Source: an optimization exercise on an open RTL-to-GDS flow (aim: a short achievable clock period and few clock cycles). Production flows keep margins and buffers that such runs may drop. RTL that was checked went through simulation tests only; none was proved equivalent to the original. Power is estimated from default activity; no workload was simulated.

==> inputs of job 1704 <==
// RV32ICore
module RV32ICore(
    input  wire        CPU_CLK,
    input  wire        CPU_RST,
    output wire [31:0] IMEM_ADDR,
    input  wire [31:0] IMEM_RDATA,
    output wire [31:0] DMEM_ADDR,
    output wire [3:0]  DMEM_WE,
    output wire [31:0] DMEM_WDATA,
    input  wire [31:0] DMEM_RDATA
    );
clock: 10.0 ns
lec_check: 0
cap_margin: 20
core_margin: 2
core_utilization: 30
gpl_routability_driven: 1
gpl_timing_driven: 1
place_density: 0.45
setup_slack_margin: 5
slew_margin: 20
tns_end_percent: 100
standard.sh (not shown) runs the stock make flow with config.mk's settings and CLKGATE_MAP_FILE= SYNTH_SCRIPT=/design/flow/synth_recipe.tcl, a recipe that flattens the netlist after the stock synthesis.
==> flow/flow/run.sh <==
#!/bin/bash
set -euo pipefail
bash standard.sh SETUP_SLACK_MARGIN=${MARGIN:-7} finish > standard_flow.log 2>&1
==> inputs of job 4690, as changes to job 1704 <==
--- a/flow/design.v
+++ b/flow/design.v
@@ -60,15 +60,15 @@
     output wire [31:0] IMEM_ADDR,
     input  wire [31:0] IMEM_RDATA,
     output wire [31:0] DMEM_ADDR,
     output wire [3:0]  DMEM_WE,
     output wire [31:0] DMEM_WDATA,
     input  wire [31:0] DMEM_RDATA
     );
-    localparam BTB_IB = 4;                
+    localparam BTB_IB = 5;                
     localparam BTB_N  = 1 << BTB_IB;
     localparam BTB_TB = 8;                
     localparam BTB_XB = 12;               
     wire clk = CPU_CLK;
     wire rst = CPU_RST;
     reg  [29:0] pcF;
     reg  [29:0] pcOut;
@@ -103,14 +103,18 @@
     reg  [1:0]  wlo;
     reg  [4:0]  wrd;
     wire [31:0] wdata;
     reg  [31:0] x2val;
     reg         x2Wen;
     reg  [4:0]  x2rd;
     wire        stall;
+    reg         rmis;
+    reg  [29:0] rnpcT, rnpcN;
+    reg         rbrc;
+    wire        ek = ev & ~rmis;
     wire        dred;
     reg  [31:0] rf [1:31];
     reg                btbV   [0:BTB_N-1];
     reg  [BTB_TB-1:0]  btbTag [0:BTB_N-1];
     reg  [BTB_XB-1:0]  btbT   [0:BTB_N-1];
     reg  [1:0]         btbC   [0:BTB_N-1];
     wire [31:0] A = eaM ? mres : ea;
@@ -146,28 +150,28 @@
                      | ({32{eAnd}}  & (A & B))
                      | ({32{eSlt}}  & {31'd0, lt})
                      | ({32{eSltu}} & {31'd0, ltu})
                      | ({32{eLink}} & {elink, 2'b00});
     wire        taken  = eJal | eJalr | (eBr & brc);
     wire        eptok  = (ebt == eptgt);
     wire        eBJ    = eBr | eJal;
-    wire        misT   = ev & (eBJ ? (~ept | ~eptok) : (~eJalr & ept));
-    wire        misN   = ev & (eBr ? ept : eJal ? (~ept | ~eptok) : (~eJalr & ept));
+    wire        misT   = ek & (eBJ ? (~ept | ~eptok) : (~eJalr & ept));
+    wire        misN   = ek & (eBr ? ept : eJal ? (~ept | ~eptok) : (~eJalr & ept));
     wire        jneq   = eaM ? (mres != epmi) : (ea != epmi);
-    wire        misJ   = ev & eJalr & (~ept | jneq);
+    wire        misJ   = ek & eJalr & (~ept | jneq);
     wire        mis    = misJ | (brc ? misT : misN);
     wire [29:0] seq    = ({30{dred}}                     & dbt)
                        | ({30{~dred & ~stall & fpt}}     & fptgt)
                        | ({30{~dred & ~stall & ~fpt}}    & (pcF + 30'd1))
                        | ({30{stall}}                    & pcF);
-    wire [29:0] nxtT   = misT ? (eBJ  ? ebt : elink) : seq;
-    wire [29:0] nxtN   = misN ? (eJal ? ebt : elink) : seq;
     wire [31:0] jtgt   = eaM ? sumMR : sumRR;
-    wire [29:0] nxtB   = brc ? nxtT : nxtN;
-    wire [29:0] nxt    = misJ ? jtgt[31:2] : nxtB;
+    wire [29:0] enpcT  = eJalr ? jtgt[31:2] : ((eJal | eBr) ? ebt : elink);
+    wire [29:0] enpcN  = eJalr ? jtgt[31:2] : (eJal ? ebt : elink);
+    wire [29:0] rnpc   = rbrc ? rnpcT : rnpcN;
+    wire [29:0] nxt    = rmis ? rnpc : seq;
     wire [29:0] rtgt   = eJalr ? jtgt[31:2] : ebt;
     reg  [3:0]  we_n;
     reg  [31:0] wd_n;
     always @(*) begin
         case (ef3[1:0])
             2'b00:   begin we_n = 4'b0001 << sum[1:0];            wd_n = {4{S[7:0]}};  end
             2'b01:   begin we_n = sum[1] ? 4'b1100 : 4'b0011;     wd_n = {2{S[15:0]}}; end
@@ -269,26 +273,27 @@
     wire [29:0] f2imm   = f2jal ? {{12{f2instr[31]}}, f2instr[19:12], f2instr[20], f2instr[30:22]}
                                 : {{20{f2instr[31]}}, f2instr[7], f2instr[30:25], f2instr[11:9]};
     always @(posedge clk) begin
         if (rst) begin
             pcF <= 30'd0;
             f2v <= 1'b0; f2skid <= 1'b0;
             dv <= 1'b0;
-            ev <= 1'b0;
+            ev <= 1'b0; rmis <= 1'b0;
             mwe <= 4'd0; mWen <= 1'b0; mLd <= 1'b0;
             wWen <= 1'b0; wLd <= 1'b0; x2Wen <= 1'b0;
         end else begin
             pcF    <= nxt;
-            f2v    <= ~mis & ~dred & (stall ? f2v : 1'b1);
-            f2skid <= ~mis & stall;
-            dv     <= ~mis & (stall ? dv : (f2v & ~dred));
-            ev     <= dv & ~stall & ~mis;
-            mwe    <= (ev & eSt) ? we_n : 4'd0;
-            mWen   <= ev & eWen;
-            mLd    <= ev & eLd;
+            f2v    <= ~rmis & ~dred & (stall ? f2v : 1'b1);
+            f2skid <= ~rmis & stall;
+            dv     <= ~rmis & (stall ? dv : (f2v & ~dred));
+            ev     <= dv & ~stall & ~rmis;
+            rmis   <= mis;
+            mwe    <= (ek & eSt) ? we_n : 4'd0;
+            mWen   <= ek & eWen;
+            mLd    <= ek & eLd;
             wWen   <= mWen;
             x2Wen  <= wWen;
             wLd    <= mLd;
         end
         pcOut <= nxt & {30{~rst}};
         if (stall) begin
             if (!f2skid) skid <= IMEM_RDATA;
@@ -306,27 +311,28 @@
         eaM <= aFwd; ebM <= bFwd; esM <= sFwd;
         eSub <= fIsSub; eSll <= fSll; eSr <= fSr; eSra <= ir[30];
         eXor <= fXor; eOr <= fOr; eAnd <= fAnd; eSlt <= fSlt; eSltu <= fSltu;
         eAddRR <= fAdd & ~aFwd & ~bFwd; eAddMR <= fAdd & aFwd; eAddRM <= fAdd & bFwd;
         eLink <= fLink;
         eBr <= isBR; eJal <= isJAL; eJalr <= isJALR; eLd <= isLD; eSt <= isST; eWen <= wen;
         ef3 <= f3; erd <= rd;
+        rnpcT <= enpcT; rnpcN <= enpcN; rbrc <= brc;
         mres <= res; maddr <= sum; mwdata <= wd_n; mf3 <= ef3; mrd <= erd;
         wres <= mres; wf3 <= mf3; wlo <= mres[1:0]; wrd <= mrd;
         x2val <= wdata; x2rd <= wrd;
         if (x2Wen) rf[x2rd] <= x2val;
     end
     reg               uV, uTaken, uJ, uHit;
     reg  [1:0]        uCtr;
     reg  [BTB_IB-1:0] uIdx;
     reg  [BTB_TB-1:0] uTag;
     reg  [BTB_XB-1:0] uTgt;
     integer k;
     always @(posedge clk) begin
-        uV <= ~rst & ev & (eBr | eJal | eJalr);
+        uV <= ~rst & ek & (eBr | eJal | eJalr);
         uTaken <= taken; uJ <= eJal | eJalr; uHit <= ehit; uCtr <= ectr;
         uIdx <= epc[BTB_IB-1:0]; uTag <= epc[BTB_IB+BTB_TB-1:BTB_IB]; uTgt <= rtgt[BTB_XB-1:0];
         for (k = 0; k < BTB_N; k = k + 1)
             btbV[k] <= ~rst & (btbV[k] | (uV & uTaken & (uIdx == k)));
         if (uV) begin
             if (uTaken) begin
                 btbTag[uIdx] <= uTag;
==> inputs of job 5091, as changes to job 1704 <==
--- a/flow/design.v
+++ b/flow/design.v
@@ -1,15 +1,15 @@
 `timescale 1ns / 1ps
 module KSAdd #(parameter W = 32) (
     input  wire [W-1:0] a,
     input  wire [W-1:0] b,
     input  wire         cin,
     output wire [W-1:0] s
     );
-    localparam L = $clog2(W + 1);
+    localparam L = (W + 1 > 32) ? 6 : 5;     
     wire [W:0] g [0:L];
     wire [W:0] p [0:L];
     assign g[0] = {a & b, cin};
     assign p[0] = {a ^ b, 1'b0};
     genvar i, j;
     generate
         for (j = 0; j < L; j = j + 1) begin : lvl
@@ -28,15 +28,15 @@
 endmodule
 module FastCmp #(parameter W = 32) (
     input  wire [W-1:0] a,
     input  wire [W-1:0] b,
     output wire         ltu,
     output wire         eq
     );
-    localparam L = $clog2(W);
+    localparam L = (W > 32) ? 6 : 5;         
     wire [W-1:0] g [0:L];
     wire [W-1:0] p [0:L];
     assign g[0] = a & ~b;
     assign p[0] = ~(a ^ b);
     genvar i, j;
     generate
         for (j = 0; j < L; j = j + 1) begin : lvl
@@ -103,14 +103,18 @@
     reg  [1:0]  wlo;
     reg  [4:0]  wrd;
     wire [31:0] wdata;
     reg  [31:0] x2val;
     reg         x2Wen;
     reg  [4:0]  x2rd;
     wire        stall;
+    reg         rmis;
+    reg  [29:0] rnpcT, rnpcN;
+    reg         rbrc;
+    wire        ek = ev & ~rmis;
     wire        dred;
     reg  [31:0] rf [1:31];
     reg                btbV   [0:BTB_N-1];
     reg  [BTB_TB-1:0]  btbTag [0:BTB_N-1];
     reg  [BTB_XB-1:0]  btbT   [0:BTB_N-1];
     reg  [1:0]         btbC   [0:BTB_N-1];
     wire [31:0] A = eaM ? mres : ea;
@@ -146,28 +150,28 @@
                      | ({32{eAnd}}  & (A & B))
                      | ({32{eSlt}}  & {31'd0, lt})
                      | ({32{eSltu}} & {31'd0, ltu})
                      | ({32{eLink}} & {elink, 2'b00});
     wire        taken  = eJal | eJalr | (eBr & brc);
     wire        eptok  = (ebt == eptgt);
     wire        eBJ    = eBr | eJal;
-    wire        misT   = ev & (eBJ ? (~ept | ~eptok) : (~eJalr & ept));
-    wire        misN   = ev & (eBr ? ept : eJal ? (~ept | ~eptok) : (~eJalr & ept));
+    wire        misT   = ek & (eBJ ? (~ept | ~eptok) : (~eJalr & ept));
+    wire        misN   = ek & (eBr ? ept : eJal ? (~ept | ~eptok) : (~eJalr & ept));
     wire        jneq   = eaM ? (mres != epmi) : (ea != epmi);
-    wire        misJ   = ev & eJalr & (~ept | jneq);
+    wire        misJ   = ek & eJalr & (~ept | jneq);
     wire        mis    = misJ | (brc ? misT : misN);
     wire [29:0] seq    = ({30{dred}}                     & dbt)
                        | ({30{~dred & ~stall & fpt}}     & fptgt)
                        | ({30{~dred & ~stall & ~fpt}}    & (pcF + 30'd1))
                        | ({30{stall}}                    & pcF);
-    wire [29:0] nxtT   = misT ? (eBJ  ? ebt : elink) : seq;
-    wire [29:0] nxtN   = misN ? (eJal ? ebt : elink) : seq;
     wire [31:0] jtgt   = eaM ? sumMR : sumRR;
-    wire [29:0] nxtB   = brc ? nxtT : nxtN;
-    wire [29:0] nxt    = misJ ? jtgt[31:2] : nxtB;
+    wire [29:0] enpcT  = eJalr ? jtgt[31:2] : ((eJal | eBr) ? ebt : elink);
+    wire [29:0] enpcN  = eJalr ? jtgt[31:2] : (eJal ? ebt : elink);
+    wire [29:0] rnpc   = rbrc ? rnpcT : rnpcN;
+    wire [29:0] nxt    = rmis ? rnpc : seq;
     wire [29:0] rtgt   = eJalr ? jtgt[31:2] : ebt;
     reg  [3:0]  we_n;
     reg  [31:0] wd_n;
     always @(*) begin
         case (ef3[1:0])
             2'b00:   begin we_n = 4'b0001 << sum[1:0];            wd_n = {4{S[7:0]}};  end
             2'b01:   begin we_n = sum[1] ? 4'b1100 : 4'b0011;     wd_n = {2{S[15:0]}}; end
@@ -269,26 +273,27 @@
     wire [29:0] f2imm   = f2jal ? {{12{f2instr[31]}}, f2instr[19:12], f2instr[20], f2instr[30:22]}
                                 : {{20{f2instr[31]}}, f2instr[7], f2instr[30:25], f2instr[11:9]};
     always @(posedge clk) begin
         if (rst) begin
             pcF <= 30'd0;
             f2v <= 1'b0; f2skid <= 1'b0;
             dv <= 1'b0;
-            ev <= 1'b0;
+            ev <= 1'b0; rmis <= 1'b0;
             mwe <= 4'd0; mWen <= 1'b0; mLd <= 1'b0;
             wWen <= 1'b0; wLd <= 1'b0; x2Wen <= 1'b0;
         end else begin
             pcF    <= nxt;
-            f2v    <= ~mis & ~dred & (stall ? f2v : 1'b1);
-            f2skid <= ~mis & stall;
-            dv     <= ~mis & (stall ? dv : (f2v & ~dred));
-            ev     <= dv & ~stall & ~mis;
-            mwe    <= (ev & eSt) ? we_n : 4'd0;
-            mWen   <= ev & eWen;
-            mLd    <= ev & eLd;
+            f2v    <= ~rmis & ~dred & (stall ? f2v : 1'b1);
+            f2skid <= ~rmis & stall;
+            dv     <= ~rmis & (stall ? dv : (f2v & ~dred));
+            ev     <= dv & ~stall & ~rmis;
+            rmis   <= mis;
+            mwe    <= (ek & eSt) ? we_n : 4'd0;
+            mWen   <= ek & eWen;
+            mLd    <= ek & eLd;
             wWen   <= mWen;
             x2Wen  <= wWen;
             wLd    <= mLd;
         end
         pcOut <= nxt & {30{~rst}};
         if (stall) begin
             if (!f2skid) skid <= IMEM_RDATA;
@@ -306,27 +311,28 @@
         eaM <= aFwd; ebM <= bFwd; esM <= sFwd;
         eSub <= fIsSub; eSll <= fSll; eSr <= fSr; eSra <= ir[30];
         eXor <= fXor; eOr <= fOr; eAnd <= fAnd; eSlt <= fSlt; eSltu <= fSltu;
         eAddRR <= fAdd & ~aFwd & ~bFwd; eAddMR <= fAdd & aFwd; eAddRM <= fAdd & bFwd;
         eLink <= fLink;
         eBr <= isBR; eJal <= isJAL; eJalr <= isJALR; eLd <= isLD; eSt <= isST; eWen <= wen;
         ef3 <= f3; erd <= rd;
+        rnpcT <= enpcT; rnpcN <= enpcN; rbrc <= brc;
         mres <= res; maddr <= sum; mwdata <= wd_n; mf3 <= ef3; mrd <= erd;
         wres <= mres; wf3 <= mf3; wlo <= mres[1:0]; wrd <= mrd;
         x2val <= wdata; x2rd <= wrd;
         if (x2Wen) rf[x2rd] <= x2val;
     end
     reg               uV, uTaken, uJ, uHit;
     reg  [1:0]        uCtr;
     reg  [BTB_IB-1:0] uIdx;
     reg  [BTB_TB-1:0] uTag;
     reg  [BTB_XB-1:0] uTgt;
     integer k;
     always @(posedge clk) begin
-        uV <= ~rst & ev & (eBr | eJal | eJalr);
+        uV <= ~rst & ek & (eBr | eJal | eJalr);
         uTaken <= taken; uJ <= eJal | eJalr; uHit <= ehit; uCtr <= ectr;
         uIdx <= epc[BTB_IB-1:0]; uTag <= epc[BTB_IB+BTB_TB-1:BTB_IB]; uTgt <= rtgt[BTB_XB-1:0];
         for (k = 0; k < BTB_N; k = k + 1)
             btbV[k] <= ~rst & (btbV[k] | (uV & uTaken & (uIdx == k)));
         if (uV) begin
             if (uTaken) begin
                 btbTag[uIdx] <= uTag;
Settings changed: CORE_UTILIZATION 30 to 45, PLACE_DENSITY 0.45 to 0.6.
==> qor summary <==
	job 4690	job 1704	job 5091
Fraction of area in multi-input gates	0.330	0.342	0.351
DP HPWL	350 mm	320 mm	288 mm
Slowest Stage Delay on Critical Path	0.64 ns	0.66 ns	0.52 ns
Final cycle utilization of the critical path	0.371	0.413	0.347
Share of final-layout standard cells stronger than drive strength 1	0.299	0.276	0.267
First-pass GRT wire length	766 mm	685 mm	638 mm
NumNets Final	10,343	9,344	9,517
Worst hold slack across all endpoints	0.282 ns	0.321 ns	0.289 ns
FF-to-FF Start	pcF[0]	ebt[12]	pcF[0]
Number of vias per cell after detailed routing	6.07	6.25	7.06
Worst-Margin Slew	1.29 ns	1.27 ns	1.27 ns
Minimum period implied by the final worst setup slack	3.71 ns	4.13 ns	3.47 ns
GRT Overall Usage	0.277	0.292	0.394
Number of synthesized flops with an enable pin	1,926	1,574	1,574
Worst Reg-to-Reg Cells	11	11	13
M3 GR Usage	0.0671	0.0837	0.152
Final clock skew	0.118 ns	0.109 ns	0.0998 ns
Drt initial violations	14,081	15,013	17,166
Run status	no timing/DRC/antenna violations	no timing/DRC/antenna violations	no timing/DRC/antenna violations
Met3 WL	60.6 mm	67.7 mm	76.4 mm
Seq pwr share	0.401	0.411	0.413
Final total power	32.9 mW	27.7 mW	27.9 mW
Worst setup startpoint	pcF[0]	ebt[12]	pcF[0]
Multi-input combinational cell count	5,608	5,293	5,423
Relative slew slack	0.135	0.153	0.141
Setup fix buffers added after clock tree synthesis	387	324	299
Testbench counts of job 5091, summed over its fixed seeds: cycles 310,390.
Function not checked in job 1704 and job 4690: the RTL went through the layout flow alone.

afterwards: timing with drivers on the ports:
In the flow no input, the clock included, has a driving cell. The finished layouts below were timed again as built, in two steps. Step 1: set_driving_cell puts a clkbuf_16 on CPU_CLK and a buf_2 on each other input, an assumption about the parent block. Step 2 times the ports against the registers' clock, not the clock port: input delays grow and output delays shrink by t, the midpoint of the rising clock arrivals with the driver on. Slacks: no drivers / after step 1 / after step 2; pairs: no drivers / after step 1.
| run | t, ns | setup slack, ns | clock arrival spread, ns | worst data-port slew with drivers (ns) |
|---|---|---|---|---|
| job 1704 | 1.059 | 5.875 / 5.875 / 5.244 | 0.110 / 0.110 | 0.22 |
| job 4690 | 1.018 | 6.291 / 6.291 / 5.658 | 0.130 / 0.130 | 0.10 |
| job 5091 | 0.992 | 6.528 / 6.508 / 5.564 | 0.102 / 0.101 | 0.24 |
After both steps setup and hold are still met in every run listed. For job 5091, which loses most, drivers alone change the setup slack by -0.020 ns; drivers and shift together by -0.964 ns.
